Background: an optimization exercise with open tools, aiming at small area, a short achievable clock period and few clock cycles per item. Do not read the settings as production practice. Only simulation tests tie the RTL to the original design; equivalence was not proved.

===== flow/design.v =====
module circ(clk,rst,buttonRight,buttonCenter,buttonLeft,inputMultiplier,inputMultiplicand,segments,anode_active,doneFlag);
    input wire clk;
    input wire rst;
    input wire buttonRight;
    input wire buttonCenter;
    input wire buttonLeft;
    input wire [7:0] inputMultiplier;
    input wire [7:0] inputMultiplicand;
    output reg [6:0] segments;
    output wire [3:0] anode_active;
    output wire doneFlag;
    wire sa = inputMultiplier[7];
    wire sb = inputMultiplicand[7];
    wire [6:0] a = inputMultiplier[6:0] ^ {7{sa}};
    wire [6:0] b = inputMultiplicand[6:0] ^ {7{sb}};
    wire minus = (sa & ~sb & |inputMultiplicand[6:0]) | (sb & ~sa & |inputMultiplier[6:0]);
    wire [6:0] alpha = a + {6'd0, sa};
    wire [6:0] beta = b + {6'd0, sb};
    wire fa = sa & ~|inputMultiplier[6:0];
    wire fb = sb & ~|inputMultiplicand[6:0];
    wire [48:0] pp;
    genvar gi, gj;
    generate for (gi = 0; gi < 7; gi = gi + 1) begin : g_pp
        for (gj = 0; gj < 7; gj = gj + 1) begin : g_ppj
            assign pp[gi*7+gj] = alpha[gi] & beta[gj];
        end
    end endgenerate
    wire t1 = pp[6] ^ pp[12];
    wire t2 = pp[6] & pp[12];
    wire t3 = pp[13] ^ pp[19];
    wire t4 = pp[13] & pp[19];
    wire t5 = pp[4] ^ pp[10];
    wire t6 = pp[4] & pp[10];
    wire t7 = pp[5] ^ pp[11] ^ pp[17];
    wire t8 = (pp[5] & pp[11]) | (pp[5] & pp[17]) | (pp[11] & pp[17]);
    wire t9 = pp[23] ^ pp[29];
    wire t10 = pp[23] & pp[29];
    wire t11 = pp[18] ^ pp[24] ^ pp[30];
    wire t12 = (pp[18] & pp[24]) | (pp[18] & pp[30]) | (pp[24] & pp[30]);
    wire t13 = pp[36] ^ pp[42] ^ t1;
    wire t14 = (pp[36] & pp[42]) | (pp[36] & t1) | (pp[42] & t1);
    wire t15 = pp[25] ^ pp[31] ^ pp[37];
    wire t16 = (pp[25] & pp[31]) | (pp[25] & pp[37]) | (pp[31] & pp[37]);
    wire t17 = pp[43] ^ t3 ^ t2;
    wire t18 = (pp[43] & t3) | (pp[43] & t2) | (t3 & t2);
    wire t19 = pp[20] ^ pp[26] ^ pp[32];
    wire t20 = (pp[20] & pp[26]) | (pp[20] & pp[32]) | (pp[26] & pp[32]);
    wire t21 = pp[38] ^ pp[44] ^ t4;
    wire t22 = (pp[38] & pp[44]) | (pp[38] & t4) | (pp[44] & t4);
    wire t23 = pp[27] ^ pp[33] ^ pp[39];
    wire t24 = (pp[27] & pp[33]) | (pp[27] & pp[39]) | (pp[33] & pp[39]);
    wire t25 = pp[3] ^ pp[9];
    wire t26 = pp[3] & pp[9];
    wire t27 = pp[16] ^ pp[22] ^ pp[28];
    wire t28 = (pp[16] & pp[22]) | (pp[16] & pp[28]) | (pp[22] & pp[28]);
    wire t29 = pp[35] ^ t7 ^ t9;
    wire t30 = (pp[35] & t7) | (pp[35] & t9) | (t7 & t9);
    wire t31 = t11 ^ t13 ^ t8;
    wire t32 = (t11 & t13) | (t11 & t8) | (t13 & t8);
    wire t33 = t15 ^ t17 ^ t12;
    wire t34 = (t15 & t17) | (t15 & t12) | (t17 & t12);
    wire t35 = t19 ^ t21 ^ t16;
    wire t36 = (t19 & t21) | (t19 & t16) | (t21 & t16);
    wire t37 = pp[45] ^ t23 ^ t20;
    wire t38 = (pp[45] & t23) | (pp[45] & t20) | (t23 & t20);
    wire t39 = pp[34] ^ pp[40] ^ pp[46];
    wire t40 = (pp[34] & pp[40]) | (pp[34] & pp[46]) | (pp[40] & pp[46]);
    wire t41 = pp[2] ^ pp[8];
    wire t42 = pp[2] & pp[8];
    wire t43 = pp[15] ^ pp[21] ^ t25;
    wire t44 = (pp[15] & pp[21]) | (pp[15] & t25) | (pp[21] & t25);
    wire t45 = t5 ^ t27 ^ t26;
    wire t46 = (t5 & t27) | (t5 & t26) | (t27 & t26);
    wire t47 = t6 ^ t29 ^ t28;
    wire t48 = (t6 & t29) | (t6 & t28) | (t29 & t28);
    wire t49 = t10 ^ t31 ^ t30;
    wire t50 = (t10 & t31) | (t10 & t30) | (t31 & t30);
    wire t51 = t14 ^ t33 ^ t32;
    wire t52 = (t14 & t33) | (t14 & t32) | (t33 & t32);
    wire t53 = t18 ^ t35 ^ t34;
    wire t54 = (t18 & t35) | (t18 & t34) | (t35 & t34);
    wire t55 = t22 ^ t37 ^ t36;
    wire t56 = (t22 & t37) | (t22 & t36) | (t37 & t36);
    wire t57 = t24 ^ t39 ^ t38;
    wire t58 = (t24 & t39) | (t24 & t38) | (t39 & t38);
    wire t59 = pp[41] ^ pp[47] ^ t40;
    wire t60 = (pp[41] & pp[47]) | (pp[41] & t40) | (pp[47] & t40);
    wire [12:0] ra = {pp[48], t59, t57, t55, t53, t51, t49, t47, t45, t43, pp[14], pp[1], pp[0]};
    wire [12:0] rb = {t60, t58, t56, t54, t52, t50, t48, t46, t44, t42, t41, pp[7], 1'b0};
    wire [13:0] ab;
    wire [12:0] cg0 = ra & rb;
    wire [12:0] cp0 = ra ^ rb;
    wire cg1_1 = cg0[1] | (cp0[1] & cg0[0]);
    wire cp1_1 = cp0[1] & cp0[0];
    wire cg1_3 = cg0[3] | (cp0[3] & cg0[2]);
    wire cp1_3 = cp0[3] & cp0[2];
    wire cg1_5 = cg0[5] | (cp0[5] & cg0[4]);
    wire cp1_5 = cp0[5] & cp0[4];
    wire cg1_7 = cg0[7] | (cp0[7] & cg0[6]);
    wire cp1_7 = cp0[7] & cp0[6];
    wire cg1_9 = cg0[9] | (cp0[9] & cg0[8]);
    wire cp1_9 = cp0[9] & cp0[8];
    wire cg1_11 = cg0[11] | (cp0[11] & cg0[10]);
    wire cp1_11 = cp0[11] & cp0[10];
    wire cg2_2 = cg0[2] | (cp0[2] & cg1_1);
    wire cp2_2 = cp0[2] & cp1_1;
    wire cg2_3 = cg1_3 | (cp1_3 & cg1_1);
    wire cp2_3 = cp1_3 & cp1_1;
    wire cg2_6 = cg0[6] | (cp0[6] & cg1_5);
    wire cp2_6 = cp0[6] & cp1_5;
    wire cg2_7 = cg1_7 | (cp1_7 & cg1_5);
    wire cp2_7 = cp1_7 & cp1_5;
    wire cg2_10 = cg0[10] | (cp0[10] & cg1_9);
    wire cp2_10 = cp0[10] & cp1_9;
    wire cg2_11 = cg1_11 | (cp1_11 & cg1_9);
    wire cp2_11 = cp1_11 & cp1_9;
    wire cg3_4 = cg0[4] | (cp0[4] & cg2_3);
    wire cp3_4 = cp0[4] & cp2_3;
    wire cg3_5 = cg1_5 | (cp1_5 & cg2_3);
    wire cp3_5 = cp1_5 & cp2_3;
    wire cg3_6 = cg2_6 | (cp2_6 & cg2_3);
    wire cp3_6 = cp2_6 & cp2_3;
    wire cg3_7 = cg2_7 | (cp2_7 & cg2_3);
    wire cp3_7 = cp2_7 & cp2_3;
    wire cg3_12 = cg0[12] | (cp0[12] & cg2_11);
    wire cp3_12 = cp0[12] & cp2_11;
    wire cg4_8 = cg0[8] | (cp0[8] & cg3_7);
    wire cp4_8 = cp0[8] & cp3_7;
    wire cg4_9 = cg1_9 | (cp1_9 & cg3_7);
    wire cp4_9 = cp1_9 & cp3_7;
    wire cg4_10 = cg2_10 | (cp2_10 & cg3_7);
    wire cp4_10 = cp2_10 & cp3_7;
    wire cg4_11 = cg2_11 | (cp2_11 & cg3_7);
    wire cp4_11 = cp2_11 & cp3_7;
    wire cg4_12 = cg3_12 | (cp3_12 & cg3_7);
    wire cp4_12 = cp3_12 & cp3_7;
    assign ab = {cg4_12, cp0[12] ^ cg4_11, cp0[11] ^ cg4_10, cp0[10] ^ cg4_9, cp0[9] ^ cg4_8, cp0[8] ^ cg3_7, cp0[7] ^ cg3_6, cp0[6] ^ cg3_5, cp0[5] ^ cg3_4, cp0[4] ^ cg2_3, cp0[3] ^ cg2_2, cp0[2] ^ cg1_1, cp0[1] ^ cg0[0], cp0[0]};
    wire [14:0] mag = {1'b0, ab} | (fa ? {fb, beta, 7'd0} : 15'd0) | (fb ? {fa, alpha, 7'd0} : 15'd0);
    wire dd1_0 = (mag[11] & ~mag[13]) | (~mag[11] & mag[12] & mag[13]);
    wire dd1_1 = (mag[11] & mag[12]) | (mag[12] & ~mag[13]);
    wire dd1_2 = (~mag[11] & ~mag[12] & mag[13]);
    wire dd1_3 = (mag[11] & mag[13]) | (mag[12] & mag[13]);
    wire dd2_0 = (mag[10] & ~dd1_1 & ~dd1_2) | (~mag[10] & dd1_2) | (~mag[10] & dd1_0 & dd1_1);
    wire dd2_1 = (dd1_0 & ~dd1_1) | (~mag[10] & dd1_2) | (mag[10] & dd1_0);
    wire dd2_2 = (mag[10] & dd1_2) | (~mag[10] & ~dd1_0 & dd1_1);
    wire dd2_3 = (dd1_2) | (mag[10] & dd1_1) | (dd1_0 & dd1_1);
    wire dd3_0 = (mag[9] & ~dd2_1 & ~dd2_2) | (~mag[9] & dd2_2) | (~mag[9] & dd2_0 & dd2_1);
    wire dd3_1 = (dd2_0 & ~dd2_1) | (~mag[9] & dd2_2) | (mag[9] & dd2_0);
    wire dd3_2 = (mag[9] & dd2_2) | (~mag[9] & ~dd2_0 & dd2_1);
    wire dd3_3 = (dd2_2) | (mag[9] & dd2_1) | (dd2_0 & dd2_1);
    wire [6:0] mid_d = {dd1_3, dd2_3, dd3_3, dd3_2, dd3_1, dd3_0, mag[8]};
    wire [15:0] held = {mag[14], mid_d, mag[7:0]};
    reg [15:0] product;
    reg negative;
    reg done;
    reg [1:0] phase;
    reg [1:0] view;
    always @(posedge clk) begin
        if (buttonCenter) begin
            product <= held;
            negative <= minus;
        end
    end
    always @(posedge clk) done <= ~rst & (done | buttonCenter);
    assign doneFlag = done;
    always @(posedge clk) phase <= rst ? 2'd0 : phase + 2'd1;
    assign anode_active = ~(4'b0001 << phase);
    always @(posedge clk) begin
        if (buttonCenter) view <= 2'd0;
        else case (view)
            2'd0: if (buttonLeft) view <= 2'd1;
            2'd1: if (buttonLeft) view <= 2'd2; else if (buttonRight) view <= 2'd0;
            2'd2: if (buttonRight) view <= 2'd1;
            default: view <= view;
        endcase
    end
    wire dd4_0 = (product[8] & ~product[10] & ~product[11]) | (~product[8] & product[11]) | (~product[8] & product[9] & product[10]);
    wire dd4_1 = (product[9] & ~product[10]) | (~product[8] & product[11]) | (product[8] & product[9]);
    wire dd4_2 = (product[8] & product[11]) | (~product[8] & ~product[9] & product[10]);
    wire dd4_3 = (product[11]) | (product[8] & product[10]) | (product[9] & product[10]);
    wire dd5_0 = (product[12] & ~product[14]) | (product[13] & product[14]);
    wire dd5_1 = (product[13] & ~product[14]);
    wire dd5_2 = (~product[12] & ~product[13] & product[14]);
    wire dd5_3 = (product[12] & product[14]) | (product[13] & product[14]);
    wire dd6_0 = (product[7] & ~dd4_1 & ~dd4_2) | (~product[7] & dd4_2) | (~product[7] & dd4_0 & dd4_1);
    wire dd6_1 = (dd4_0 & ~dd4_1) | (~product[7] & dd4_2) | (product[7] & dd4_0);
    wire dd6_2 = (product[7] & dd4_2) | (~product[7] & ~dd4_0 & dd4_1);
    wire dd6_3 = (dd4_2) | (product[7] & dd4_1) | (dd4_0 & dd4_1);
    wire dd7_0 = (dd4_3 & ~dd5_1 & ~dd5_2) | (~dd4_3 & dd5_2) | (~dd4_3 & dd5_0 & dd5_1);
    wire dd7_1 = (dd5_0 & ~dd5_1) | (~dd4_3 & dd5_2) | (dd4_3 & dd5_0);
    wire dd7_2 = (dd4_3 & dd5_2) | (~dd4_3 & ~dd5_0 & dd5_1);
    wire dd7_3 = (dd5_2) | (dd4_3 & dd5_1) | (dd5_0 & dd5_1);
    wire dd8_0 = (product[6] & ~dd6_1 & ~dd6_2) | (~product[6] & dd6_2) | (~product[6] & dd6_0 & dd6_1);
    wire dd8_1 = (dd6_0 & ~dd6_1) | (~product[6] & dd6_2) | (product[6] & dd6_0);
    wire dd8_2 = (product[6] & dd6_2) | (~product[6] & ~dd6_0 & dd6_1);
    wire dd8_3 = (dd6_2) | (product[6] & dd6_1) | (dd6_0 & dd6_1);
    wire dd9_0 = (dd6_3 & ~dd7_1 & ~dd7_2) | (~dd6_3 & dd7_2) | (~dd6_3 & dd7_0 & dd7_1);
    wire dd9_1 = (dd7_0 & ~dd7_1) | (~dd6_3 & dd7_2) | (dd6_3 & dd7_0);
    wire dd9_2 = (dd6_3 & dd7_2) | (~dd6_3 & ~dd7_0 & dd7_1);
    wire dd9_3 = (dd7_2) | (dd6_3 & dd7_1) | (dd7_0 & dd7_1);
    wire dd10_0 = (product[5] & ~dd8_1 & ~dd8_2) | (~product[5] & dd8_2) | (~product[5] & dd8_0 & dd8_1);
    wire dd10_1 = (dd8_0 & ~dd8_1) | (~product[5] & dd8_2) | (product[5] & dd8_0);
    wire dd10_2 = (product[5] & dd8_2) | (~product[5] & ~dd8_0 & dd8_1);
    wire dd10_3 = (dd8_2) | (product[5] & dd8_1) | (dd8_0 & dd8_1);
    wire dd11_0 = (dd8_3 & ~dd9_1 & ~dd9_2) | (~dd8_3 & dd9_2) | (~dd8_3 & dd9_0 & dd9_1);
    wire dd11_1 = (dd9_0 & ~dd9_1) | (~dd8_3 & dd9_2) | (dd8_3 & dd9_0);
    wire dd11_2 = (dd8_3 & dd9_2) | (~dd8_3 & ~dd9_0 & dd9_1);
    wire dd11_3 = (dd9_2) | (dd8_3 & dd9_1) | (dd9_0 & dd9_1);
    wire dd12_0 = (dd9_3 & ~dd5_3);
    wire dd12_1 = (dd7_3);
    wire dd12_2 = (~dd9_3 & dd5_3);
    wire dd12_3 = (dd9_3 & dd5_3);
    wire dd13_0 = (product[4] & ~dd10_1 & ~dd10_2) | (~product[4] & dd10_2) | (~product[4] & dd10_0 & dd10_1);
    wire dd13_1 = (dd10_0 & ~dd10_1) | (~product[4] & dd10_2) | (product[4] & dd10_0);
    wire dd13_2 = (product[4] & dd10_2) | (~product[4] & ~dd10_0 & dd10_1);
    wire dd13_3 = (dd10_2) | (product[4] & dd10_1) | (dd10_0 & dd10_1);
    wire dd14_0 = (dd10_3 & ~dd11_1 & ~dd11_2) | (~dd10_3 & dd11_2) | (~dd10_3 & dd11_0 & dd11_1);
    wire dd14_1 = (dd11_0 & ~dd11_1) | (~dd10_3 & dd11_2) | (dd10_3 & dd11_0);
    wire dd14_2 = (dd10_3 & dd11_2) | (~dd10_3 & ~dd11_0 & dd11_1);
    wire dd14_3 = (dd11_2) | (dd10_3 & dd11_1) | (dd11_0 & dd11_1);
    wire dd15_0 = (dd11_3 & ~dd12_1 & ~dd12_2) | (~dd11_3 & dd12_2) | (~dd11_3 & dd12_0 & dd12_1);
    wire dd15_1 = (dd12_0 & ~dd12_1) | (~dd11_3 & dd12_2) | (dd11_3 & dd12_0);
    wire dd15_2 = (dd11_3 & dd12_2) | (~dd11_3 & ~dd12_0 & dd12_1);
    wire dd15_3 = (dd12_2) | (dd11_3 & dd12_1) | (dd12_0 & dd12_1);
    wire dd16_0 = (product[3] & ~dd13_1 & ~dd13_2) | (~product[3] & dd13_2) | (~product[3] & dd13_0 & dd13_1);
    wire dd16_1 = (dd13_0 & ~dd13_1) | (~product[3] & dd13_2) | (product[3] & dd13_0);
    wire dd16_2 = (product[3] & dd13_2) | (~product[3] & ~dd13_0 & dd13_1);
    wire dd16_3 = (dd13_2) | (product[3] & dd13_1) | (dd13_0 & dd13_1);
    wire dd17_0 = (dd13_3 & ~dd14_1 & ~dd14_2) | (~dd13_3 & dd14_2) | (~dd13_3 & dd14_0 & dd14_1);
    wire dd17_1 = (dd14_0 & ~dd14_1) | (~dd13_3 & dd14_2) | (dd13_3 & dd14_0);
    wire dd17_2 = (dd13_3 & dd14_2) | (~dd13_3 & ~dd14_0 & dd14_1);
    wire dd17_3 = (dd14_2) | (dd13_3 & dd14_1) | (dd14_0 & dd14_1);
    wire dd18_0 = (dd14_3 & ~dd15_1 & ~dd15_2) | (~dd14_3 & dd15_2) | (~dd14_3 & dd15_0 & dd15_1);
    wire dd18_1 = (dd15_0 & ~dd15_1) | (~dd14_3 & dd15_2) | (dd14_3 & dd15_0);
    wire dd18_2 = (dd14_3 & dd15_2) | (~dd14_3 & ~dd15_0 & dd15_1);
    wire dd18_3 = (dd15_2) | (dd14_3 & dd15_1) | (dd15_0 & dd15_1);
    wire dd19_0 = (product[2] & ~dd16_1 & ~dd16_2) | (~product[2] & dd16_2) | (~product[2] & dd16_0 & dd16_1);
    wire dd19_1 = (dd16_0 & ~dd16_1) | (~product[2] & dd16_2) | (product[2] & dd16_0);
    wire dd19_2 = (product[2] & dd16_2) | (~product[2] & ~dd16_0 & dd16_1);
    wire dd19_3 = (dd16_2) | (product[2] & dd16_1) | (dd16_0 & dd16_1);
    wire dd20_0 = (dd16_3 & ~dd17_1 & ~dd17_2) | (~dd16_3 & dd17_2) | (~dd16_3 & dd17_0 & dd17_1);
    wire dd20_1 = (dd17_0 & ~dd17_1) | (~dd16_3 & dd17_2) | (dd16_3 & dd17_0);
    wire dd20_2 = (dd16_3 & dd17_2) | (~dd16_3 & ~dd17_0 & dd17_1);
    wire dd20_3 = (dd17_2) | (dd16_3 & dd17_1) | (dd17_0 & dd17_1);
    wire dd21_0 = (dd17_3 & ~dd18_1 & ~dd18_2) | (~dd17_3 & dd18_2) | (~dd17_3 & dd18_0 & dd18_1);
    wire dd21_1 = (dd18_0 & ~dd18_1) | (~dd17_3 & dd18_2) | (dd17_3 & dd18_0);
    wire dd21_2 = (dd17_3 & dd18_2) | (~dd17_3 & ~dd18_0 & dd18_1);
    wire dd21_3 = (dd18_2) | (dd17_3 & dd18_1) | (dd18_0 & dd18_1);
    wire dd22_0 = (product[1] & ~dd19_1 & ~dd19_2) | (~product[1] & dd19_2) | (~product[1] & dd19_0 & dd19_1);
    wire dd22_1 = (dd19_0 & ~dd19_1) | (~product[1] & dd19_2) | (product[1] & dd19_0);
    wire dd22_2 = (product[1] & dd19_2) | (~product[1] & ~dd19_0 & dd19_1);
    wire dd22_3 = (dd19_2) | (product[1] & dd19_1) | (dd19_0 & dd19_1);
    wire dd23_0 = (dd19_3 & ~dd20_1 & ~dd20_2) | (~dd19_3 & dd20_2) | (~dd19_3 & dd20_0 & dd20_1);
    wire dd23_1 = (dd20_0 & ~dd20_1) | (~dd19_3 & dd20_2) | (dd19_3 & dd20_0);
    wire dd23_2 = (dd19_3 & dd20_2) | (~dd19_3 & ~dd20_0 & dd20_1);
    wire dd23_3 = (dd20_2) | (dd19_3 & dd20_1) | (dd20_0 & dd20_1);
    wire dd24_0 = (dd20_3 & ~dd21_1 & ~dd21_2) | (~dd20_3 & dd21_2) | (~dd20_3 & dd21_0 & dd21_1);
    wire dd24_1 = (dd21_0 & ~dd21_1) | (~dd20_3 & dd21_2) | (dd20_3 & dd21_0);
    wire dd24_2 = (dd20_3 & dd21_2) | (~dd20_3 & ~dd21_0 & dd21_1);
    wire dd24_3 = (dd21_2) | (dd20_3 & dd21_1) | (dd21_0 & dd21_1);
    wire dd25_0 = (dd21_3 & ~dd15_3) | (dd12_3) | (~dd21_3 & dd18_3 & dd15_3);
    wire dd25_1 = (dd21_3 & dd18_3) | (dd12_3) | (dd18_3 & ~dd15_3);
    wire dd25_2 = (~dd21_3 & ~dd18_3 & dd15_3);
    wire dd25_3 = (dd21_3 & dd15_3) | (dd12_3) | (dd18_3 & dd15_3);
    wire [19:0] bcd14 = {1'b0, 1'b0, 1'b0, dd25_3, dd25_2, dd25_1, dd25_0, dd24_3, dd24_2, dd24_1, dd24_0, dd23_3, dd23_2, dd23_1, dd23_0, dd22_3, dd22_2, dd22_1, dd22_0, product[0]};
    wire [19:0] bcd = bcd14 | (product[15] ? 20'h16384 : 20'h0);
    wire [2:0] k = {1'b0, view} + {1'b0, phase};
    reg [3:0] digit;
    always @(*) begin
        case (k)
            3'd0: digit = bcd[3:0];
            3'd1: digit = bcd[7:4];
            3'd2: digit = bcd[11:8];
            3'd3: digit = bcd[15:12];
            default: digit = bcd[19:16];
        endcase
    end
    always @(*) begin
        if (phase == 2'd3) segments = negative ? 7'b1111110 : 7'b1111111;
        else case (digit)
            4'd0: segments = 7'b0000001;
            4'd1: segments = 7'b1001111;
            4'd2: segments = 7'b0010010;
            4'd3: segments = 7'b0000110;
            4'd4: segments = 7'b1001100;
            4'd5: segments = 7'b0100100;
            4'd6: segments = 7'b0100000;
            4'd7: segments = 7'b0001111;
            4'd8: segments = 7'b0000000;
            default: segments = 7'b0000100;
        endcase
    end
endmodule

===== flow/flow/run.sh =====
#!/bin/bash
# Standard layout with three changes: stronger port buffers, full adders left
# to ABC instead of fixed adder cells, and an ABC mapping script with a real
# delay target (the ORFS area script has none).
set -euo pipefail
cp -r "$FLOW_HOME/scripts" scripts_abc
cat > scripts_abc/abc_area.script <<'EOS'
strash
dc2
dch
map -D 4000
topo
stime -c
buffer -c
upsize -c -D 4000
dnsize -c -D 4000
EOS
export SCRIPTS_DIR="$PWD/scripts_abc"
export ADDER_MAP_FILE=
export BUFFER_PORTS_ARGS="-buffer_cell sky130_fd_sc_hd__buf_2"
bash standard.sh > standard_flow.log 2>&1

===== flow/standard.sh =====
#!/bin/bash
# synth_recipe.tcl (not shown) runs the flow's synth.tcl, then flattens the netlist and writes it again
# the make line also repeats each setting of config.mk as NAME=value (left out here)
make -C /OpenROAD-flow-scripts/flow DESIGN_CONFIG=/design/flow/config.mk WORK_HOME=/design/flow/orfs CLKGATE_MAP_FILE= SYNTH_SCRIPT=/design/flow/synth_recipe.tcl "${@:-finish}"

===== flow/config.mk =====
export PLATFORM = sky130hd
export DESIGN_NAME = circ
export DESIGN_NICKNAME = circ
export VERILOG_FILES = /design/flow/design.v
export SDC_FILE = /design/flow/constraint.sdc
export NUM_CORES = 4
export LEC_CHECK = 0
export ABC_AREA = 1
export CAP_MARGIN = 20
export CORE_MARGIN = 2
export CORE_UTILIZATION = 70
export CTS_CLUSTER_DIAMETER = 200
export CTS_CLUSTER_SIZE = 30
export SLEW_MARGIN = 20

===== flow/constraint.sdc =====
create_clock -name core_clock -period 14.0 [get_ports {clk}]
set_input_delay 2.8000 -clock core_clock [delete_from_list [all_inputs] [get_ports {clk}]]
set_output_delay 2.8000 -clock core_clock [all_outputs]
set_load 0.01 [all_outputs]

==> results.json, run 1 <==
{
  "status": "timing/DRC/antenna clean",
  "wirelength_mm": 10.8,
  "startpoint": "product[8]",
  "maxSlewViolCount": 0,
  "fp.dieH_um": 81.7,
  "synthArstFlopShare_pct": 0,
  "synth_seq_area_share_pct": 14.4,
  "clkTransAtPathRegs_ns": 0.08,
  "fmax_mhz": 125,
  "yosysTopAreaCellShare_pct": 18.1,
  "min_period_ns": 8.02,
  "clockRootBuffer": "clkbuf_8",
  "portBuffers": 32,
  "rsz0062_at_grt": "false",
  "clock_sinks": 22,
  "crit_path_end_kind": "output pin",
  "rr_startpoint": "view[0]",
  "cts_hold_buf": 0,
  "max_stage_delay_ns": 0.44,
  "relSlewSlack_pct": 66.0,
  "finalSetupViolCount": 0,
  "num-fill-cells": 500,
  "netlist_instances": 770,
  "syn_area_per_cell_um2": 5.49,
  "dieArea_um2": 6680,
  "finalCritPeriodShare_pct": 57.3,
  "area_growth_pct": 7.22,
  "die_w_um": 81.7,
  "slowest_stage": "edfxtp_1",
  "critPathMaxFanout": 5,
  "final_layout_size_suffix_gt1_share_pct": 9.83,
  "place_congestion": 1.04,
  "syn_nets": 791,
  "cts_tree": "done",
  "antenna_found_initial": 0,
  "synth.cell_area_um2": 4230,
  "path_class": "reg -> out",
  "drc": 0,
  "fin_nets": 826,
  "yosysWarnings": 1,
  "cpLargestDelayFamily": "simple AND/OR/NAND/NOR gates",
  "grt_pass1_vias": 4438,
  "tightest_slew_ns": 0.504,
  "wl_per_cell_um": 12.2,
  "grt_pass1_wl_mm": 17.7,
  "ant_nets": 0,
  "post_cts.repair.setup_buffers": 0,
  "drtIter0Drc": 308,
  "synth.distinct_cells": 49,
  "cts-buffers-inserted": 3,
  "hp-class": "reg -> reg",
  "tns_ns": 0,
  "grt_overflow": 0,
  "synth_ff_type": "edfxtp_1",
  "crit_arrival_ns": 5.22,
  "start_util_pct": 71.9,
  "grt_usage_pct": 32.8,
  "core_area_um2": 5890,
  "ctsResizeCount": 0,
  "synth_seq_cells": 22,
  "hold_ws_ns": 0.471,
  "via_per_inst": 5.67,
  "start_kind": "flop",
  "min_from": "phase[0]",
  "clkLatencyLatePin_ns": 0.27,
  "firstDrtPassIters": 5,
  "io_pins": 33,
  "vias": 4985,
  "rows": 28,
  "crit_buf_inv": 6,
  "clk_path_buf_depth": 2,
  "drv_cap": 0,
  "synth_edf_count": 17,
  "grt_max_degree": 21,
  "hold_viol": 0,
  "diodes": 0,
  "cp_common_cell": "nor2_1",
  "dp.final_hpwl_mm": 8.85,
  "cts_max_level": 1,
  "synth.area.top_cells": "nand2_1 (18%), edfxtp_1 (12%), nor2_1 (12%)",
  "crit_required_ns": 11.20,
  "synth_area_leader_cell": "nand2_1",
  "finClkSkew_ns": 0.000123
}
-- final timing paths --
kind                  to  slack (ns)  cells past startpoint
max          segments[0]        5.98                     30
max reg2reg      view[0]       12.96                      5
min reg2reg     phase[0]        0.47                      1
min             phase[0]        0.47                      1
-- flip-flops by register name, indices dropped and copies added (netlist names) --
signal    flops
view          2
done          1
product      16
phase         2
negative      1
-- cells by family after synthesis --
| group | after synthesis | share of synthesized area [%] |
|---|---|---|
| AOI/OAI and AO/OA | 138 | 20.2 |
| buffers and inverters | 131 | 11.8 |
| adders and majority gates | 2 | 0.503 |
| DFF | 22 | 14.4 |
| and+or+nand+nor | 433 | 43.9 |
| xor gates and xnor gates | 44 | 9.11 |
-- per-layer routing --
metal,routed length (µm),GRT usage [%],vias to the layer above
met2,5520,62.3,176
met1,4460,37.4,2212
met3,530,2.75,31
li1,-,-,2566
met4,263,13.0,0
met5,0,0,-
-- layout make-up --
class / instances / area (µm²) / share of cell area [%]
clock buffer: 4 / 66.3 / 1.46
sequential: 22 / 611 / 13.5
inverter: 129 / 484 / 10.7
multi-input combinational: 617 / 3120 / 68.8
tap: 75 / 93.8 / 2.07
timing repair buffer: 32 / 160 / 3.53
-- synthesized netlist by cell type (2+ instances only) --
library cell / number
a21boi_0: 3
a21o_1: 2
a21oi_1: 33
a22oi_1: 6
a31oi_1: 7
a32oi_1: 4
and2_1: 3
buf_4: 2
dfxtp_1: 5
edfxtp_1: 17
inv_1: 125
inv_2: 3
nand2_1: 204
nand2_2: 11
nand3_1: 36
nand4_1: 6
nand4_2: 3
nor2_1: 131
nor2_2: 3
nor3_1: 13
o211ai_1: 2
o21a_1: 2
o21ai_0: 37
o21ai_1: 2
o21bai_1: 2
o221ai_1: 2
o22ai_1: 19
o22ai_2: 2
o31ai_1: 7
or2_1: 6
or2_2: 10
or2_4: 3
xnor2_1: 18
xor2_1: 26
-- cell usage in the layout, fill, tap and decap left out, types with 11 or more instances in the layout --
| cell type | count |
|---|---|
| nand2_1 | 204 |
| nor2_1 | 131 |
| inv_1 | 125 |
| o21ai_0 | 37 |
| nand3_1 | 36 |
| a21oi_1 | 33 |
| buf_2 | 32 |
| xor2_1 | 26 |
| o22ai_1 | 19 |
| xnor2_1 | 18 |
| edfxtp_1 | 17 |
| nor3_1 | 13 |
| nand2_2 | 11 |
-- per-stage QoR --
step | utilization (%) | cells | setup WS [ns] | instance area (µm²)
floorplan | - | 770 | 6.99 | 4230
global placement | 75.9 | 875 | 6.47 | 4470
detailed placement | 75.9 | 875 | 6.25 | 4470
CTS | 77.0 | 879 | 6.14 | 4530
global route | 77.0 | 879 | 5.35 | 4530
finish | 77.0 | 879 | 5.98 | 4530
-- worst reg2reg max path, delay by kind of cell (launching register included) --
kind	cells	cell delay [ns]
AOI/OAI and AO/OA	2	0.28
and+or+nand+nor	2	0.14
buffers and inverters	1	0.08
DFF	1	0.41
Testbench counts, summed over its fixed seeds: cycles 8,000, items 8,000.
==> run 2, diff against run 1 <==
--- a/flow/config.mk
+++ b/flow/config.mk
@@ -9,6 +9,4 @@
 export CAP_MARGIN = 20
 export CORE_MARGIN = 2
 export CORE_UTILIZATION = 70
-export CTS_CLUSTER_DIAMETER = 200
-export CTS_CLUSTER_SIZE = 30
 export SLEW_MARGIN = 20
==> run 2 against run 1 <==
Net effect:
- cell count stayed put
- critical endpoint unchanged
- critical path type unchanged
- die area stayed put
- register-to-register slack hardly changed
- routed wire length stayed put
- first-iteration DRC count stayed put
- global-route usage stayed put
- setup slack stayed put
- still clean on timing, DRC and antenna
- synthesized cell count stayed put
- sequential share of layout area stayed put
==> results.json, run 2 <==
{
  "clkLatencyLatePin_ns": 0.27,
  "tns_ns": 0,
  "fin_nets": 826,
  "hp-class": "reg -> reg",
  "finalCritPeriodShare_pct": 57.3,
  "die_w_um": 81.7,
  "fp.dieH_um": 81.7,
  "via_per_inst": 5.67,
  "netlist_instances": 770,
  "cp_common_cell": "nor2_1",
  "finalSetupViolCount": 0,
  "vias": 4985,
  "r2r_end": "view[0]",
  "synth_commonest_cells": "nand2_1 (204), nor2_1 (131), inv_1 (125)",
  "grt_max_degree": 21,
  "clockRootBuffer": "clkbuf_8",
  "crit_required_ns": 11.20,
  "finClkSkew_ns": 0.000123,
  "yosysWarnings": 1,
  "yosysTopAreaCellShare_pct": 18.1,
  "grt_overflow": 0,
  "grt_pass1_vias": 4438,
  "clkTransAtPathRegs_ns": 0.08,
  "rrSetupSlack_ns": 12.96,
  "synth_fa_ha_area_share_pct": 0.503,
  "muxShareOfSynthArea_pct": 0,
  "start_util_pct": 71.9,
  "antenna_found_initial": 0,
  "synthArstFlopShare_pct": 0,
  "dieArea_um2": 6680,
  "fin_util_pct": 77.0,
  "wl_per_cell_um": 12.2,
  "hold_ws_ns": 0.471,
  "synth-xor-area-share_pct": 9.11,
  "num-fill-cells": 500,
  "rsz0062_at_grt": "false",
  "synth.distinct_cells": 49,
  "tightest_slew_ns": 0.504,
  "synth_area_leader_cell": "nand2_1",
  "most-common-layout-cells": "nand2_1 (204), nor2_1 (131), inv_1 (125)",
  "synth_seq_area_share_pct": 14.4,
  "regMostFlops": "product",
  "drtIter0Drc": 308,
  "cts_max_level": 1,
  "ant_nets": 0,
  "cts-buffers-inserted": 3,
  "drc": 0,
  "io_pins": 33,
  "area_growth_pct": 7.22,
  "synth_top_family_by_area": "simple AND/OR/NAND/NOR gates",
  "reg.largest.list": "product: 16 flops, phase: 2 flops, view: 2 flops",
  "dp.final_hpwl_mm": 8.85,
  "maxSlewViolCount": 0,
  "cts_tree": "done",
  "final_layout_size_suffix_gt1_share_pct": 9.83,
  "core_area_um2": 5890,
  "crit_path_end_kind": "output pin",
  "status": "timing/DRC/antenna clean",
  "wirelength_mm": 10.8,
  "clock_sinks": 22,
  "min_period_ns": 8.02,
  "synth_edf_count": 17,
  "rows": 28,
  "min_from": "phase[0]",
  "diodes": 0,
  "final_area_um2": 4530,
  "critPathMaxFanout": 5,
  "path_class": "reg -> out",
  "cpLargestDelayFamily": "simple AND/OR/NAND/NOR gates",
  "synth-simple-area-share_pct": 43.9,
  "holdPathEnd": "phase[0]",
  "largest_reg_flops": 16,
  "start_kind": "flop",
  "syn_area_per_cell_um2": 5.49,
  "grt_pass1_wl_mm": 17.7,
  "reg2reg_depth": 5,
  "place_congestion": 1.04,
  "drv_cap": 0,
  "hold_depth": 1,
  "max_stage_delay_ns": 0.44,
  "placed_area_um2": 4470,
  "grt_usage_pct": 32.8,
  "synth_ff_type": "edfxtp_1",
  "clk_path_buf_depth": 2,
  "cts_hold_buf": 0,
  "relSlewSlack_pct": 66.0,
  "rr_startpoint": "view[0]",
  "synth_compound_area_share_pct": 20.2,
  "synth_most_common_cell": "nand2_1",
  "fmax_mhz": 125,
  "synth.cell_area_um2": 4230,
  "hold_viol": 0,
  "crit_buf_inv": 6,
  "ctsResizeCount": 0,
  "layout_commonest_cell": "nand2_1",
  "synth_seq_cells": 22,
  "portBuffers": 32,
  "synth.area.top_cells": "nand2_1 (18%), edfxtp_1 (12%), nor2_1 (12%)",
  "post_cts.repair.setup_buffers": 0,
  "firstDrtPassIters": 5,
  "crit_arrival_ns": 5.22,
  "syn_nets": 791,
  "slowest_stage": "edfxtp_1"
}
==> run 2: cell counts after synthesis <==
Identical to the previous run, type by type.
==> run 2: worst max-delay path by stage <==
| stage | to | cells past startpoint | startpoint | slack (ns) |
|---|---|---|---|---|
| finish | segments[0] | 30 | product[8] | 5.98 |
| global route | segments[0] | 30 | product[8] | 5.35 |
| CTS | segments[0] | 30 | product[8] | 6.14 |
| detailed placement | product[9] | 34 | inputMultiplicand[0] | 6.25 |
| global placement | product[9] | 34 | inputMultiplicand[0] | 6.47 |
| floorplan | product[9] | 32 | inputMultiplier[7] | 6.99 |
==> run 2: per-layer routing <==
metal  part of all wire, %  track usage (%)  vias up
li1                      -                -     2566
met1                    41             37.4     2212
met2                    51             62.3      176
met3                   4.9             2.75       31
met4                   2.4             13.0        0
met5                     0                0        -
==> run 2: metrics by stage <==
stage          cells  worst slack [ns]
6_report         879              5.98
2_1_floorplan    770              6.99
3_3_place_gp     875              6.47
3_5_place_dp     875              6.25
4_1_cts          879              6.14
5_1_grt          879              5.35
==> run 2: logic make-up (layout without fill, tap and decap cells) <==
family / after synthesis / in the layout
AO/OA/AOI/OAI: 138 / 138
XOR/XNOR: 44 / 44
adder cells (fa/ha/maj): 2 / 2
buffers and inverters: 131 / 165
flip-flops: 22 / 22
AND/OR/NAND/NOR: 433 / 433
==> run 2: final cells by class <==
cell class	instances	area (µm²)	share of cell area, %
inverter	129	484	10.7
clock buffer	4	66.3	1.46
timing repair buffer	32	160	3.53
tap	75	93.8	2.07
multi-input combinational	617	3120	68.8
sequential	22	611	13.5
==> run 3, diff against run 2 <==
==> flow/flow/run.sh (replaced) <==
#!/bin/bash
# Standard layout with three changes: stronger port buffers, full adders left
# to ABC instead of fixed adder cells, and an ABC mapping script with a real
# delay target (the ORFS area script has none); the post-CTS timing repair
# aims for extra setup slack.
set -euo pipefail
cp -r "$FLOW_HOME/scripts" scripts_abc
cat > scripts_abc/abc_area.script <<'EOS'
strash
dc2
dch
map -D 4000
topo
stime -c
buffer -c
upsize -c -D 4000
dnsize -c -D 4000
EOS
export SCRIPTS_DIR="$PWD/scripts_abc"
export ADDER_MAP_FILE=
export BUFFER_PORTS_ARGS="-buffer_cell sky130_fd_sc_hd__buf_2"
# timing repair after clock-tree synthesis aims for 6.0 ns of extra setup slack
SETUP_SLACK_MARGIN=6.0 bash standard.sh cts > standard_flow_to_cts.log 2>&1
bash standard.sh > standard_flow.log 2>&1
==> run 3 against run 2 <==
Net effect:
- non-clock buffer count stayed put
- area after synthesis stayed put
- register-to-register slack hardly changed
- largest cell class unchanged
- highest routed layer unchanged
==> results.json, run 3 <==
{
  "status": "timing/DRC/antenna clean",
  "relSlewSlack_pct": 66.0,
  "synth-xor-area-share_pct": 9.11,
  "synth_seq_cells": 22,
  "netlist_instances": 770,
  "max_stage_delay_ns": 0.44,
  "drtIter0Drc": 308,
  "use_met3_pct": 2.75,
  "cts_hold_buf": 0,
  "ant_nets": 0,
  "synth_compound_area_share_pct": 20.2,
  "core_area_um2": 5890,
  "synth.area.top_cells": "nand2_1 (18%), edfxtp_1 (12%), nor2_1 (12%)",
  "layout.cells.non_filler": 879,
  "cts_tree": "done",
  "cts_max_level": 1,
  "drv_cap": 0,
  "synth_ff_type": "edfxtp_1",
  "path_class": "reg -> out",
  "finalSetupViolCount": 0,
  "synth_seq_area_share_pct": 14.4,
  "crit_path_end_kind": "output pin",
  "yosysTopAreaCellShare_pct": 18.1,
  "critPathMaxFanout": 5,
  "grt_max_degree": 21,
  "cts-buffers-inserted": 3,
  "die_w_um": 81.7,
  "muxShareOfSynthArea_pct": 0,
  "reg2reg_depth": 5,
  "synth_commonest_cells": "nand2_1 (204), nor2_1 (131), inv_1 (125)",
  "synth_area_leader_cell": "nand2_1",
  "hold_depth": 1,
  "grt_usage_pct": 32.8,
  "start_util_pct": 71.9,
  "maxSlewViolCount": 0,
  "diodes": 0,
  "grt_pass1_vias": 4438,
  "grt_util_met1_pct": 37.4,
  "layout_commonest_cell": "nand2_1",
  "fin_ws_ns": 5.98,
  "post_cts.repair.setup_buffers": 0,
  "crit_arrival_ns": 5.22,
  "finalCritPeriodShare_pct": 57.3,
  "largest_reg_flops": 16,
  "area_growth_pct": 7.22,
  "min_period_ns": 8.02,
  "synth_edf_count": 17,
  "ctsResizeCount": 0,
  "via_per_inst": 5.67,
  "syn_area_per_cell_um2": 5.49,
  "vias": 4985,
  "clk_path_buf_depth": 2,
  "synth_top_family_by_area": "simple AND/OR/NAND/NOR gates",
  "dp_cells": 875,
  "place_congestion": 1.04,
  "synth.distinct_cells": 49,
  "tightest_slew_ns": 0.504,
  "drc": 0,
  "tns_ns": 0,
  "hold_viol": 0,
  "synth_most_common_cell": "nand2_1",
  "final_layout_size_suffix_gt1_share_pct": 9.83,
  "io_pins": 33,
  "grt_overflow": 0,
  "top_usage_layer": "met2",
  "firstDrtPassIters": 5,
  "gr-usage-met2_pct": 62.3,
  "cp_common_cell": "nor2_1",
  "finClkSkew_ns": 0.000123,
  "synth.cell_area_um2": 4230,
  "dp.final_hpwl_mm": 8.85,
  "fmax_mhz": 125,
  "most-common-layout-cells": "nand2_1 (204), nor2_1 (131), inv_1 (125)",
  "slowest_stage": "edfxtp_1",
  "antenna_found_initial": 0,
  "wirelength_mm": 10.8,
  "reg.largest.list": "product: 16 flops, phase: 2 flops, view: 2 flops",
  "portBuffers": 32,
  "synth_fa_ha_area_share_pct": 0.503,
  "fp.dieH_um": 81.7,
  "fin_nets": 826,
  "place_ws_ns": 6.25,
  "syn_nets": 791,
  "regMostFlops": "product",
  "rows": 28,
  "dieArea_um2": 6680,
  "wl_per_cell_um": 12.2,
  "start_kind": "flop",
  "clkTransAtPathRegs_ns": 0.08,
  "synth-simple-area-share_pct": 43.9,
  "yosysWarnings": 1,
  "hp-class": "reg -> reg",
  "num-fill-cells": 500,
  "rsz0062_at_grt": "false",
  "clock_sinks": 22,
  "grt_pass1_wl_mm": 17.7,
  "crit_required_ns": 11.20,
  "clkLatencyLatePin_ns": 0.27,
  "clockRootBuffer": "clkbuf_8",
  "synthArstFlopShare_pct": 0
}
## run 3: cell counts after synthesis
Identical to the previous run, type by type.
## run 3: path summary, 6_finish.rpt
check                           startpoint           to  slack [ns]
worst max-delay path            product[8]  segments[0]        5.98
worst min-delay path              phase[0]     phase[0]        0.47
worst max register to register     view[0]      view[0]       12.96
worst min register to register    phase[0]     phase[0]        0.47
## run 3: cells by family after synthesis
family | after synthesis
buf+inv | 131
xor+xnor | 44
flops | 22
compound gates | 138
simple gates | 433
fa+ha+maj | 2
## run 3: layer usage
metal | share of wire, % | wire length [µm] | vias up
met3 | 4.9 | 530 | 31
met5 | 0 | 0 | -
met4 | 2.4 | 263 | 0
met1 | 41 | 4460 | 2212
li1 | - | - | 2566
met2 | 51 | 5520 | 176
## run 3: metrics by stage
step / hold slack (ns) / util [%] / instance area [µm²]
2_1_floorplan: 0.437 / - / 4230
3_3_place_gp: 0.443 / 75.9 / 4470
3_5_place_dp: 0.458 / 75.9 / 4470
4_1_cts: 0.478 / 77.0 / 4530
5_1_grt: 0.519 / 77.0 / 4530
6_report: 0.471 / 77.0 / 4530
## run 3: critical path: cells and delay by family (launching register included)
kind	cells	cell delay, ns
AOI/OAI and AO/OA	9	1.66
buffers and inverters	6	0.55
DFF	1	0.44
and+or+nand+nor	15	2.29
## run 3: final cells by class
type / count / area, µm² / area share, %
Multi-Input combinational cell: 617 / 3120 / 68.8
Sequential cell: 22 / 611 / 13.5
Timing Repair Buffer: 32 / 160 / 3.53
Inverter: 129 / 484 / 10.7
Clock buffer: 4 / 66.3 / 1.46
Tap cell: 75 / 93.8 / 2.07
==> run 4, diff against run 3 <==
--- a/flow/flow/run.sh
+++ b/flow/flow/run.sh
@@ -19,6 +19,6 @@
 export SCRIPTS_DIR="$PWD/scripts_abc"
 export ADDER_MAP_FILE=
 export BUFFER_PORTS_ARGS="-buffer_cell sky130_fd_sc_hd__buf_2"
-# timing repair after clock-tree synthesis aims for 6.0 ns of extra setup slack
-SETUP_SLACK_MARGIN=6.0 bash standard.sh cts > standard_flow_to_cts.log 2>&1
+# timing repair after clock-tree synthesis aims for 7.2 ns of extra setup slack
+SETUP_SLACK_MARGIN=7.2 bash standard.sh cts > standard_flow_to_cts.log 2>&1
 bash standard.sh > standard_flow.log 2>&1
==> run 4 against run 3 <==
Net effect:
- the run now fails in clock tree synthesis
- synthesized cell count unchanged
- area after synthesis unchanged
==> results.json, run 4 <==
{
  "io_pins": 33,
  "synth.cell_area_um2": 4230,
  "cts_hold_buf": 0,
  "clk_path_buf_depth": 2,
  "fp.dieH_um": 81.7,
  "synth_ff_type": "edfxtp_1",
  "ctsResizeCount": 211,
  "clockRootBuffer": "clkbuf_8",
  "syn_area_per_cell_um2": 5.49,
  "stop_stage": "clock tree synthesis",
  "syn_nets": 791,
  "synth_edf_count": 17,
  "status": "did not finish",
  "clock_sinks": 22,
  "placed_area_um2": 4570,
  "place_ws_ns": 6.25,
  "synth_most_common_cell": "nand2_1",
  "cts_max_level": 1,
  "portBuffers": 32,
  "stop_error": "[ERROR DPL-0038] Utilization greater than 100%, impossible to legalize",
  "post_cts.repair.setup_buffers": 95,
  "yosysWarnings": 1,
  "dp.final_hpwl_mm": 9.19,
  "cts-buffers-inserted": 3,
  "synth.area.top_cells": "nand2_1 (18%), edfxtp_1 (12%), nor2_1 (12%)",
  "synth_commonest_cells": "nand2_1 (204), nor2_1 (131), inv_1 (125)",
  "synth_seq_cells": 22,
  "die_w_um": 81.7,
  "rows": 28,
  "synth_seq_area_share_pct": 14.4,
  "synth_area_leader_cell": "nand2_1",
  "netlist_instances": 770,
  "synth.distinct_cells": 49,
  "place_congestion": 1.01,
  "yosysTopAreaCellShare_pct": 18.1,
  "start_util_pct": 71.9,
  "synthArstFlopShare_pct": 0
}
==> run 4: cell counts after synthesis <==
Identical to the previous run, type by type.
==> run 4: worst max path at each step <==
stage	endpoint	cells after the start
detailed placement	product[9]	33
global placement	product[9]	32
floorplan	product[9]	32
==> run 4: logic make-up after synthesis <==
kind of cell / Yosys count / share of synthesized area (%)
AO/OA/AOI/OAI: 138 / 20.2
adder cells (fa/ha/maj): 2 / 0.503
buffers and inverters: 131 / 11.8
flip-flops: 22 / 14.4
XOR/XNOR: 44 / 9.11
AND/OR/NAND/NOR: 433 / 43.9
==> run 4: metrics by stage <==
step                hold WS, ns  std cells  utilization (%)
floorplan                 0.437        770                -
global placement          0.443        875             77.7
detailed placement        0.463        875             77.7
==> run 5, diff against run 4 <==
--- a/flow/flow/run.sh
+++ b/flow/flow/run.sh
@@ -6,6 +6,10 @@
 set -euo pipefail
 cp -r "$FLOW_HOME/scripts" scripts_abc
 cat > scripts_abc/abc_area.script <<'EOS'
+strash
+dc2
+dch
+map -D 4000
 strash
 dc2
 dch
@@ -19,6 +23,6 @@
 export SCRIPTS_DIR="$PWD/scripts_abc"
 export ADDER_MAP_FILE=
 export BUFFER_PORTS_ARGS="-buffer_cell sky130_fd_sc_hd__buf_2"
-# timing repair after clock-tree synthesis aims for 7.2 ns of extra setup slack
-SETUP_SLACK_MARGIN=7.2 bash standard.sh cts > standard_flow_to_cts.log 2>&1
+# timing repair after clock-tree synthesis aims for 6.6 ns of extra setup slack
+SETUP_SLACK_MARGIN=6.6 bash standard.sh cts > standard_flow_to_cts.log 2>&1
 bash standard.sh > standard_flow.log 2>&1
==> run 5 against run 4 <==
Net effect:
- the run now finishes clean
- area after synthesis up 0.62%
- synthesized cell count up 0.39%
==> results.json, run 5 <==
{
  "tightest_slew_ns": 0.597,
  "yosysTopAreaCellShare_pct": 15.8,
  "synth.cell_area_um2": 4260,
  "grt_overflow": 0,
  "crit_path_end_kind": "output pin",
  "finClkSkew_ns": 0.000826,
  "place_congestion": 0.897,
  "synthArstFlopShare_pct": 0,
  "portBuffers": 32,
  "syn_area_per_cell_um2": 5.50,
  "maxSlewViolCount": 0,
  "fmax_mhz": 130,
  "crit_arrival_ns": 4.88,
  "via_per_inst": 5.72,
  "cts-buffers-inserted": 3,
  "clk_path_buf_depth": 2,
  "die_w_um": 82.0,
  "top_usage_layer": "met2",
  "grt_pass1_vias": 4615,
  "vias": 5041,
  "place_ws_ns": 6.55,
  "synth_commonest_cells": "nand2_1 (179), inv_1 (133), nor2_1 (130)",
  "synth_seq_cells": 22,
  "r2r_end": "phase[1]",
  "clkLatencyLatePin_ns": 0.27,
  "cts_max_level": 1,
  "wirelength_mm": 10.9,
  "endpoint": "segments[3]",
  "use_met3_pct": 3.52,
  "finalCritPeriodShare_pct": 54.9,
  "core_area_um2": 5890,
  "start_util_pct": 72.3,
  "rows": 28,
  "num-fill-cells": 458,
  "grt_pass1_wl_mm": 18.5,
  "path_class": "reg -> out",
  "firstDrtPassIters": 5,
  "hp-class": "reg -> reg",
  "synth.distinct_cells": 52,
  "yosysWarnings": 1,
  "relSlewSlack_pct": 59.9,
  "crit_required_ns": 11.20,
  "regMostFlops": "product",
  "critPathMaxFanout": 6,
  "wl_per_cell_um": 12.4,
  "io_pins": 33,
  "layout_commonest_cell": "nand2_1",
  "hold_ws_ns": 0.477,
  "fin_nets": 828,
  "drv_cap": 0,
  "area_growth_pct": 9.17,
  "drtIter0Drc": 274,
  "hold_viol": 0,
  "reg2reg_depth": 3,
  "synth_ff_type": "edfxtp_1",
  "grt_usage_pct": 34.4,
  "dieArea_um2": 6720,
  "gr-usage-met2_pct": 65.9,
  "grt_util_met1_pct": 35.9,
  "tns_ns": 0,
  "fin_util_pct": 78.9,
  "min_period_ns": 7.68,
  "rsz0062_at_grt": "false",
  "synth_most_common_cell": "nand2_1",
  "antenna_found_initial": 0,
  "synth_edf_count": 17,
  "clkTransAtPathRegs_ns": 0.09,
  "startpoint": "product[8]",
  "final_layout_size_suffix_gt1_share_pct": 12.2,
  "ant_nets": 0,
  "reg.largest.list": "product: 16 flops, phase: 2 flops, view: 2 flops",
  "start_kind": "flop",
  "dp.final_hpwl_mm": 8.59,
  "clockRootBuffer": "clkbuf_8",
  "largest_reg_flops": 16,
  "fp.dieH_um": 82.0,
  "status": "timing/DRC/antenna clean",
  "fin_ws_ns": 6.32,
  "drc": 0,
  "syn_nets": 794,
  "netlist_instances": 773,
  "clock_sinks": 22,
  "rrSetupSlack_ns": 13.06,
  "grt_max_degree": 21,
  "diodes": 0,
  "cts_tree": "done",
  "synth_seq_area_share_pct": 14.3,
  "finalSetupViolCount": 0,
  "synth_area_leader_cell": "nand2_1",
  "most-common-layout-cells": "nand2_1 (179), inv_1 (132), nor2_1 (129)",
  "rr_startpoint": "phase[0]",
  "synth.area.top_cells": "nand2_1 (16%), edfxtp_1 (12%), inv_1 (12%)"
}
[run 5: layout make-up]
| type | count | area (µm²) | share of cell area, % |
|---|---|---|---|
| flip-flops and latches | 22 | 611 | 13.1 |
| inverters | 141 | 529 | 11.4 |
| clock buffers | 4 | 66.3 | 1.43 |
| multi-input cells | 606 | 3180 | 68.4 |
| well taps | 75 | 93.8 | 2.02 |
| repair buffers | 33 | 168 | 3.61 |
[run 5: metrics by stage]
stage | cells | instance area [µm²]
after floorplan | 773 | 4260
after global placement | 876 | 4490
after detailed placement | 876 | 4490
after CTS | 881 | 4650
after global routing | 881 | 4650
final | 881 | 4650
[run 5: cell families (layout without fill, tap and decap cells)]
logic type | Yosys count | after routing | share of synthesized area [%]
buf+inv | 145 | 178 | 12.9
simple gates | 402 | 402 | 40.5
compound gates | 161 | 161 | 22.6
flops | 22 | 22 | 14.3
fa+ha+maj | 1 | 1 | 0.235
xor+xnor | 42 | 42 | 9.35
[run 5: what timing repair did]
item | in CTS | in global routing
resized for setup | 28 | 0
setup endpoints to repair | 7 | 0
hold buffers | 0 | 0
setup buffers | 1 | 0
[run 5: routing by layer]
| layer | vias up | wire length [µm] |
|---|---|---|
| li1 | 2561 | - |
| met2 | 182 | 5740 |
| met4 | 0 | 430 |
| met3 | 46 | 512 |
| met1 | 2252 | 4230 |
| met5 | - | 0 |
[run 5: how the worst min path moves through the flow]
stage          startpoint       end  slack, ns  cells past startpoint
2_1_floorplan    phase[0]  phase[0]       0.46                      1
3_3_place_gp         done      done       0.44                      2
3_5_place_dp         done      done       0.47                      2
4_1_cts              done      done       0.48                      2
5_1_grt              done      done       0.49                      2
6_report             done      done       0.48                      2
[run 5: worst max-delay path, stage by stage (launching register included)]
cell and delay, ns:
edfxtp_1 0.42, inv_2 0.13, a21oi_1 0.08, a21oi_1 0.24, nor2_1 0.10, o21ai_1 0.22, inv_1 0.11, nor2_1 0.17
inv_1 0.08, a22oi_2 0.18, nor2_1 0.10, a21oi_1 0.21, o31ai_2 0.12, nand2_1 0.08, o21ai_0 0.12, or2_2 0.32
o21ai_1 0.26, a21oi_1 0.12, a21oi_1 0.22, nor2_1 0.06, o21ai_0 0.47, nand3_2 0.22, a21oi_1 0.20, nand2_1 0.08
o21ai_0 0.15, buf_2 0.15
==> run 6, diff against run 5 <==
--- a/flow/flow/run.sh
+++ b/flow/flow/run.sh
@@ -9,16 +9,12 @@
 strash
 dc2
 dch
-map -D 4000
-strash
-dc2
-dch
-map -D 4000
+map -D 4500
 topo
 stime -c
 buffer -c
-upsize -c -D 4000
-dnsize -c -D 4000
+upsize -c -D 4500
+dnsize -c -D 4500
 EOS
 export SCRIPTS_DIR="$PWD/scripts_abc"
 export ADDER_MAP_FILE=
==> run 6 against run 5 <==
Net effect:
- setup slack improved by 0.0021 ns
- via count grew 3.3%
- cell area grew 3.8%
- clock skew decreased by 0.00081 ns
- routed wire length grew 5.8%
- critical path depth grew 14
- critical path type is now in -> reg
==> results.json, run 6 <==
{
  "cts_max_level": 1,
  "antenna_found_initial": 0,
  "synth_edf_count": 17,
  "synth_ff_type": "edfxtp_1",
  "clockRootBuffer": "clkbuf_8",
  "crit_arrival_ns": 7.68,
  "finalCritPeriodShare_pct": 54.8,
  "synth.distinct_cells": 47,
  "netlist_instances": 783,
  "grt_usage_pct": 36.4,
  "layout_commonest_cell": "nand2_1",
  "reg.largest.list": "product: 16 flops, phase: 2 flops, view: 2 flops",
  "grt_pass1_vias": 4808,
  "synth_most_common_cell": "nand2_1",
  "cts-buffers-inserted": 3,
  "clk_path_buf_depth": 2,
  "status": "timing/DRC/antenna clean",
  "fmax_mhz": 130,
  "cts_tree": "done",
  "clkLatencyLatePin_ns": 0.26,
  "drtIter0Drc": 431,
  "drv_cap": 0,
  "fin_nets": 861,
  "slowest_stage": "or2_2",
  "hp-class": "reg -> reg",
  "synth_area_leader_cell": "nand2_1",
  "hold_viol": 0,
  "synth.cell_area_um2": 4200,
  "core_area_um2": 5850,
  "crit_path_end_kind": "flop",
  "crit_required_ns": 14.00,
  "maxSlewViolCount": 0,
  "syn_area_per_cell_um2": 5.36,
  "cpLargestDelayFamily": "simple AND/OR/NAND/NOR gates",
  "most-common-layout-cells": "nand2_1 (200), nor2_1 (142), inv_1 (135)",
  "fp.dieH_um": 81.4,
  "area_growth_pct": 14.8,
  "regMostFlops": "product",
  "dp.final_hpwl_mm": 8.78,
  "dieArea_um2": 6630,
  "vias": 5206,
  "rows": 28,
  "cp_common_cell": "nand2_1",
  "clkTransAtPathRegs_ns": 0.08,
  "tns_ns": 0,
  "tightest_slew_ns": 0.640,
  "portBuffers": 32,
  "max_stage_delay_ns": 0.29,
  "finClkSkew_ns": 0.0000176,
  "io_pins": 33,
  "synth_commonest_cells": "nand2_1 (206), nor2_1 (148), inv_1 (138)",
  "critPathMaxFanout": 8,
  "grt_pass1_wl_mm": 19.6,
  "grt_overflow": 0,
  "via_per_inst": 5.70,
  "yosysTopAreaCellShare_pct": 18.4,
  "firstDrtPassIters": 5,
  "diodes": 0,
  "rsz0062_at_grt": "false",
  "ant_nets": 0,
  "final_layout_size_suffix_gt1_share_pct": 14.2,
  "synth.area.top_cells": "nand2_1 (18%), nor2_1 (13%), inv_1 (12%)",
  "synth_seq_area_share_pct": 14.5,
  "relSlewSlack_pct": 57.2,
  "min_period_ns": 7.68,
  "clock_sinks": 22,
  "crit_buf_inv": 5,
  "start_kind": "input port",
  "drc": 0,
  "start_util_pct": 71.7,
  "yosysWarnings": 1,
  "finalSetupViolCount": 0,
  "fin_util_pct": 82.4,
  "cts_hold_buf": 0,
  "synth_seq_cells": 22,
  "synthArstFlopShare_pct": 0,
  "path_class": "in -> reg",
  "largest_reg_flops": 16,
  "wirelength_mm": 11.6,
  "wl_per_cell_um": 12.6,
  "place_congestion": 0.988,
  "die_w_um": 81.4,
  "grt_max_degree": 21,
  "syn_nets": 804
}
==> run 6: cell types whose count changed after synthesis, moves of 6 or more <==
cell,change
nor2_1,+18
nand2_2,-9
o21ai_0,-14
nand2_1,+27
o21ai_1,-6
nand3_1,-8
==> run 6: final timing paths <==
kind / endpoint / slack [ns] / cells past startpoint / startpoint
min: phase[0] / 0.48 / 1 / phase[0]
max reg2reg: view[0] / 12.84 / 5 / view[0]
max: product[9] / 6.32 / 39 / inputMultiplier[0]
min reg2reg: phase[0] / 0.48 / 1 / phase[0]
==> run 6: cell type report <==
type / count / area, µm²
Clock buffer: 4 / 45.0
Multi-Input combinational cell: 619 / 3220
Inverter: 140 / 526
Sequential cell: 22 / 611
Tap cell: 75 / 93.8
Timing Repair Buffer: 54 / 330
Fill cell: 430 / 1030
==> run 6: cell families after synthesis <==
kind of cell	count (synthesis)	share of synthesized area [%]
buf+inv	142	12.8
flops	22	14.5
simple gates	437	43.5
compound gates	138	19.9
xor+xnor	43	8.97
fa+ha+maj	1	0.238
==> run 6: metal layers <==
layer	GRT usage [%]	up-vias	part of all wire (%)
met4	18.5	0	4.4
met1	41.3	2299	41
li1	-	2627	-
met2	67.0	222	50
met3	3.74	58	4.9
met5	0	-	0
==> run 6: repair_timing <==
item | CTS | global route
gates resized for setup | 53 | 0
endpoints found under the setup margin | 12 | 0
buffers inserted | 22 | 0
==> run 6: metrics by stage <==
step | worst slack [ns] | instances | instance area, µm² | hold slack [ns]
final | 6.32 | 914 | 4820 | 0.478
after floorplan | 6.75 | 783 | 4200 | 0.437
after global placement | 6.15 | 888 | 4440 | 0.443
after CTS | 6.60 | 914 | 4820 | 0.480
after global routing | 5.81 | 914 | 4820 | 0.508
after detailed placement | 5.90 | 888 | 4440 | 0.461
==> run 7, diff against run 6 <==
--- a/flow/flow/run.sh
+++ b/flow/flow/run.sh
@@ -9,16 +9,16 @@
 strash
 dc2
 dch
-map -D 4500
+map -D 5000
 topo
 stime -c
 buffer -c
-upsize -c -D 4500
-dnsize -c -D 4500
+upsize -c -D 5000
+dnsize -c -D 5000
 EOS
 export SCRIPTS_DIR="$PWD/scripts_abc"
 export ADDER_MAP_FILE=
 export BUFFER_PORTS_ARGS="-buffer_cell sky130_fd_sc_hd__buf_2"
-# timing repair after clock-tree synthesis aims for 6.6 ns of extra setup slack
-SETUP_SLACK_MARGIN=6.6 bash standard.sh cts > standard_flow_to_cts.log 2>&1
+# timing repair after clock-tree synthesis aims for 6.4 ns of extra setup slack
+SETUP_SLACK_MARGIN=6.4 bash standard.sh cts > standard_flow_to_cts.log 2>&1
 bash standard.sh > standard_flow.log 2>&1
==> run 7 against run 6 <==
Net effect:
- count of clock-buffer cells in the layout decreased by 1
- cell count decreased by 0.66%
- register-to-register slack gained 0.05 ns
- cell area fell by 5.0%
- via count down 1.7%
- die area down 0.80%
- critical path type is now reg -> out
- critical endpoint is now segments[2]
- highest routed layer unchanged
==> results.json, run 7 <==
{
  "most-common-layout-cells": "nand2_1 (187), nor2_1 (158), inv_1 (155)",
  "cts_max_level": 1,
  "clkTransAtPathRegs_ns": 0.08,
  "drv_cap": 0,
  "vias": 5116,
  "largest_reg_flops": 16,
  "synth.cell_area_um2": 4160,
  "clk_path_buf_depth": 2,
  "grt_overflow": 0,
  "final_layout_size_suffix_gt1_share_pct": 8.88,
  "grt_max_degree": 21,
  "layout_commonest_cell": "nand2_1",
  "clockRootBuffer": "clkbuf_8",
  "portBuffers": 32,
  "grt_pass1_vias": 4598,
  "wl_per_cell_um": 12.7,
  "yosysTopAreaCellShare_pct": 17.0,
  "fmax_mhz": 129,
  "io_pins": 33,
  "wirelength_mm": 11.5,
  "grt_usage_pct": 35.4,
  "synth_commonest_cells": "nand2_1 (189), nor2_1 (165), inv_1 (155)",
  "synthArstFlopShare_pct": 0,
  "synth_ff_type": "edfxtp_1",
  "drtIter0Drc": 379,
  "fp.dieH_um": 81.1,
  "use_met3_pct": 3.33,
  "reg.largest.list": "product: 16 flops, phase: 2 flops, view: 2 flops",
  "synth_seq_cells": 22,
  "rsz0062_at_grt": "false",
  "hp-class": "reg -> reg",
  "drc": 0,
  "grt_pass1_wl_mm": 18.7,
  "fin_ws_ns": 6.27,
  "syn_area_per_cell_um2": 5.24,
  "ant_nets": 0,
  "status": "timing/DRC/antenna clean",
  "clkLatencyLatePin_ns": 0.27,
  "relSlewSlack_pct": 49.6,
  "place_ws_ns": 5.71,
  "netlist_instances": 794,
  "synth.distinct_cells": 39
}
==> run 7: changes by cell type after synthesis, moves of 2 or more <==
cell,change
inv_1,+17
o21ai_0,+8
nor3_1,+3
nand2_4,-2
nand2_1,-17
nor2_2,-2
or2_1,-8
a21oi_1,+5
nor2_1,+17
==> run 7: kinds of logic after synthesis <==
| family | Yosys count | synth area share, % |
|---|---|---|
| AND/OR/NAND/NOR | 421 | 40.6 |
| buffers and inverters | 160 | 14.5 |
| AO/OA/AOI/OAI | 145 | 20.5 |
| XOR/XNOR | 45 | 9.47 |
| flip-flops | 22 | 14.7 |
| adder cells (fa/ha/maj) | 1 | 0.240 |
==> run 7: routing by layer <==
metal	routed length, µm	vias up	share of wire (%)
met4	531	0	4.6
li1	-	2603	-
met2	5760	221	50
met1	4590	2239	40
met3	654	53	5.7
met5	0	-	0
==> run 7: cell type report <==
| type | instances | area [µm²] |
|---|---|---|
| Clock inverter | 1 | 3.75 |
| Fill cell | 488 | 1240 |
| Clock buffer | 3 | 41.3 |
| Sequential cell | 22 | 611 |
| Timing Repair Buffer | 37 | 200 |
| Multi-Input combinational cell | 612 | 3030 |
| Inverter | 158 | 596 |
| Tap cell | 75 | 93.8 |
==> run 7: timing repair <==
action                     CTS  global route
setup buffers                5             0
hold buffers                 0             0
setup endpoints to repair   12             0
hold endpoints to repair     0             0
gates resized for setup     29             0
==> run 7: worst paths after layout <==
check,startpoint,end,slack [ns],cells past startpoint
worst max register to register,view[1],view[0],12.89,6
worst min-delay path,phase[0],phase[0],0.48,1
worst min register to register,phase[0],phase[0],0.48,1
worst max-delay path,product[8],segments[2],6.27,25
==> run 7: worst max-delay path, stage by stage, from the launching register on <==
cell      delay (ns)
edfxtp_1        0.46
inv_1           0.10
nor2_1          0.05
a21oi_1         0.26
o211ai_1        0.26
nor2_1          0.19
inv_1           0.06
o21ai_0         0.25
inv_1           0.13
nor2_1          0.17
inv_1           0.07
a31oi_1         0.27
nor2_1          0.11
o21ai_2         0.21
nor2_1          0.08
o21ai_0         0.33
a21oi_1         0.15
nor2_1          0.17
nor2_1          0.09
o31ai_1         0.32
nand3_1         0.13
o31ai_1         0.17
nand2_1         0.18
nor2_1          0.18
a32oi_1         0.11
buf_2           0.16
==> run 7: per-stage QoR <==
step / hold slack [ns] / cells / utilization, % / cell area [µm²]
after floorplan: 0.437 / 794 / - / 4170
after global placement: 0.442 / 899 / 75.8 / 4410
after detailed placement: 0.465 / 899 / 75.8 / 4410
after CTS: 0.484 / 908 / 78.7 / 4580
after global routing: 0.498 / 908 / 78.7 / 4580
final: 0.482 / 908 / 78.7 / 4580

## static timing again, ports no longer ideal
In the flow no input, the clock included, has a driving cell. The finished layouts below were timed again as built, in two steps.
Step 1 sets driving cells, clkbuf_16 on the clock port and buf_2 on the other inputs (assumed; they add their load-dependent delay and slew).
Step 2 times the ports against the registers' clock, not the clock port: input delays grow and output delays shrink by t, the midpoint of the rising clock arrivals with the driver on.
Slacks: ideal ports / drivers / drivers and shift; pairs: ideal ports / drivers.
| run | shift t [ns] | setup slack, ns | worst hold slack (ns) | clock arrival spread, ns | pins driven straight from the clock port |
|---|---|---|---|---|---|
| run 1 | 0.295 | 5.983 / 5.954 / 6.191 | 0.471 / 0.471 / 0.471 | 0.001 / 0.001 | 1 |
| run 2 | 0.295 | 5.983 / 5.954 / 6.191 | 0.471 / 0.471 / 0.471 | 0.001 / 0.001 | 1 |
| run 3 | 0.295 | 5.983 / 5.954 / 6.191 | 0.471 / 0.471 / 0.471 | 0.001 / 0.001 | 1 |
| run 5 | 0.299 | 6.320 / 6.293 / 6.530 | 0.477 / 0.477 / 0.477 | 0.008 / 0.008 | 1 |
| run 6 | 0.283 | 6.323 / 6.326 / 6.042 | 0.478 / 0.478 / 0.478 | 0.005 / 0.005 | 1 |
| run 7 | 0.296 | 6.273 / 6.245 / 6.014 | 0.482 / 0.482 / 0.482 | 0.004 / 0.004 | 1 |
After both steps every run listed still meets setup and hold. For run 6, which loses most, drivers alone change the setup slack by +0.003 ns; drivers and shift together by -0.281 ns.
